What follows belongs to an exercise in optimizing a design on an open flow for small area and a short achievable clock period; a production flow would make more cautious choices.
Only simulation tests tie the RTL to the original design; equivalence was not proved.

==> trial 55: inputs <==
// datapath
module datapath(input   logic              clk, reset, kSelect, nEnable, dEnable,
                input   logic       [1:0]  ndSelect,
                input   logic       [15:0] N, D, IA,
                output  logic       [15:0] result);
Settings: LEC_CHECK=0, CAP_MARGIN=20, CORE_MARGIN=2, CORE_UTILIZATION=40, SLEW_MARGIN=20; clock period 22.0 ns.
run.sh (not shown) runs the stock make flow with config.mk's settings and CLKGATE_MAP_FILE= SYNTH_SCRIPT=/design/flow/synth_recipe.tcl, a recipe that flattens the netlist after the stock synthesis.
==> inputs of build 85, as changes to trial 55 <==
==> flow/flow/run.sh (new file) <==
#!/bin/bash
# The standard layout (the standard.sh) with these changes:
#  - Yosys's quick ABC pass inside `synth` is off (-noabc), so extract_fa
#    sees the full adders as written in the RTL (no inverters between them);
#  - ports are buffered with buf_1 instead of the resizer's default pick;
#  - repair_timing aims for 11.4 ns of setup slack, so that it sizes the
#    critical paths instead of stopping at the (easy) 22 ns clock; it only
#    resizes and swaps pins (no new buffers, no cloning);
#  - a denser core (70 %) and clkbuf_4 clock buffers.
# Each tool's full log stays in orfs/logs/; make's output is in standard_flow.log.
set -euo pipefail
bash standard.sh SYNTH_ARGS=-noabc \
  "BUFFER_PORTS_ARGS=-buffer_cell sky130_fd_sc_hd__buf_1" \
  SETUP_SLACK_MARGIN=11.4 SETUP_MOVE_SEQUENCE=unbuffer,sizeup,swap \
  finish > standard_flow.log 2>&1
==> flow/standard.sh (new file) <==
#!/bin/bash
# synth_recipe.tcl (not shown) runs the flow's synth.tcl, then flattens the netlist and writes it again
# the make line also repeats each setting of config.mk as NAME=value (left out here)
make -C /OpenROAD-flow-scripts/flow DESIGN_CONFIG=/design/flow/config.mk WORK_HOME=/design/flow/orfs CLKGATE_MAP_FILE= SYNTH_SCRIPT=/design/flow/synth_recipe.tcl "${@:-finish}"
Settings changed: CORE_UTILIZATION 40 to 70, CTS_BUF_LIST set to sky130_fd_sc_hd__clkbuf_4.
removed: flow/run.sh
==> results_dict.tcl <==
set metrics [dict create \
    routed_via_density 6.79 \
    die_y_um 134 \
    vias 10000 \
    avgRoutedWirePerCell_um 24.4 \
    inverters 16 \
    hp-start "regN[17]" \
    status "complete, no violations" \
    globalplace.congestion 0.920 \
]
Source of the figures above: build 85

==> results_dict.tcl <==
set metrics [dict create \
    status "complete, no violations" \
    die_y_um 184 \
    grt_remaining_overflow 0 \
    inverters 351 \
    globalplace.congestion 0.919 \
    rsz0062_at_grt "false" \
    vias 10300 \
    routed_via_density 5.23 \
    avgRoutedWirePerCell_um 20.4 \
]
Source of the figures above: trial 55


========
==> run a <==
datapath, a different RTL version from the one above (not shown whole).
Settings: LEC_CHECK=0, CAP_MARGIN=20, CORE_MARGIN=2, CORE_UTILIZATION=70, CTS_BUF_LIST=sky130_fd_sc_hd__clkbuf_8, SLEW_MARGIN=20; clock period 22.0 ns.
standard.sh (not shown) runs the stock make flow with config.mk's settings and CLKGATE_MAP_FILE= SYNTH_SCRIPT=/design/flow/synth_recipe.tcl, a recipe that flattens the netlist after the stock synthesis.
==> flow/flow/run.sh <==
#!/bin/bash
# The standard layout (the standard.sh) with these changes:
#  - Yosys's quick ABC pass inside `synth` is off (-noabc), so extract_fa
#    sees the full adders as written in the RTL (no inverters between them);
#  - ports are buffered with buf_1 instead of the resizer's default pick;
#  - repair_timing aims for 11.4 ns of setup slack, so that it sizes the
#    critical paths instead of stopping at the (easy) 22 ns clock; it only
#    resizes and swaps pins (no new buffers, no cloning);
#  - a denser core (70 %) and clkbuf_8 clock buffers.
# Each tool's full log stays in orfs/logs/; make's output is in standard_flow.log.
set -euo pipefail
bash standard.sh SYNTH_ARGS=-noabc \
  "BUFFER_PORTS_ARGS=-buffer_cell sky130_fd_sc_hd__buf_1" \
  SETUP_SLACK_MARGIN=11.4 SETUP_MOVE_SEQUENCE=unbuffer,sizeup,swap \
  finish > standard_flow.log 2>&1
==> inputs of run b, as changes to run a <==
--- a/flow/design.v
+++ b/flow/design.v
@@ -8,21 +8,18 @@
 endmodule
 module datapath(input   logic              clk, reset, kSelect, nEnable, dEnable,
                 input   logic       [1:0]  ndSelect,
                 input   logic       [15:0] N, D, IA,
                 output  logic       [15:0] result);
     logic [18:0] regN, regD, K, M, R;
     assign K = kSelect ? {IA, 3'b000} : (~regD + 19'd2);
-    always_comb
-        case (ndSelect)
-            2'd0: M = {D, 3'b000};
-            2'd1: M = {N, 3'b000};
-            2'd2: M = regD;
-            default: M = regN;
-        endcase
+    logic [18:0] Mr, Mi;
+    assign Mr = ndSelect[0] ? regN : regD;
+    assign Mi = ndSelect[0] ? {N, 3'b000} : {D, 3'b000};
+    assign M = ndSelect[1] ? Mr : Mi;
     wire s1;
     wire c2;
     ha u2 (.a((K[0] & M[13])), .b((K[1] & M[12])), .s(s1), .co(c2));
     wire s3;
     wire c4;
     fa u4 (.a((K[0] & M[14])), .b((K[1] & M[13])), .ci((K[2] & M[12])), .s(s3), .co(c4));
     wire s5;
==> flow/flow/run.sh (replaced) <==
#!/bin/bash
# The standard layout (the standard.sh) with these changes:
#  - Yosys's quick ABC pass inside `synth` is off (-noabc), so extract_fa
#    sees the full adders as written in the RTL (no inverters between them);
#  - ports are buffered with buf_1 instead of the resizer's default pick;
#  - repair_timing aims for 11.2 ns of setup slack, so that it sizes the
#    critical paths instead of stopping at the (easy) 22 ns clock; it only
#    resizes and swaps pins (no new buffers, no cloning);
#  - a denser core (70 %) and clkbuf_8 clock buffers.
# Each tool's full log stays in orfs/logs/; make's output is in standard_flow.log.
set -euo pipefail
bash standard.sh SYNTH_ARGS=-noabc \
  "BUFFER_PORTS_ARGS=-buffer_cell sky130_fd_sc_hd__buf_1" \
  SETUP_SLACK_MARGIN=11.2 SETUP_MOVE_SEQUENCE=unbuffer,sizeup,swap \
  finish > standard_flow.log 2>&1
==> comparison <==
Global-route usage: run a is higher than run b (1.2 points).
In run b the utilization is lower than in run a, by 2.2 points.
Of run b and run a, run b has the higher fmax (gap 0.38%, measured against run a).
Run a passed the timing, design-rule and antenna checks. Run b produced a clean layout.
In count of clock-buffer cells in the layout, run a and run b do not differ.

## separate check: timing with driven ports
In the flow no input, the clock included, has a driving cell. The finished layouts below were timed again as built, in two steps.
Step 1, drivers: a clkbuf_16 drives clk and a buf_2 each remaining input, both assumed.
Step 2 adds t to the input delays and takes it off the output delays; t is the mean of the earliest and latest rising clock arrival at the registers after step 1. Input paths then give back, and output paths get back, about the clock's delay inside the block.
a / b / c = ideal / step 1 / step 2; a / b = the first two.
| run | t, ns | slack for setup (ns) | worst hold slack (ns) | worst slew at a driven data input, ns | pins driven straight from the clock port |
|---|---|---|---|---|---|
| trial 55 | 0.319 | 10.046 / 10.056 / 9.737 | 0.510 / 0.510 / 0.510 | 0.05 | 1 |
| build 85 | 0.394 | 11.535 / 11.515 / 11.122 | 0.528 / 0.528 / 0.528 | 0.05 | 1 |
| run a | 0.342 | 11.308 / 11.265 / 10.923 | 0.516 / 0.516 / 0.516 | 0.07 | 1 |
| run b | 0.344 | 11.349 / 11.358 / 11.014 | 0.495 / 0.495 / 0.495 | 0.04 | 1 |
After both steps setup and hold are still met in every run listed. The setup slack of build 85, which loses most, moves by -0.020 ns with the drivers and by -0.413 ns with both steps.
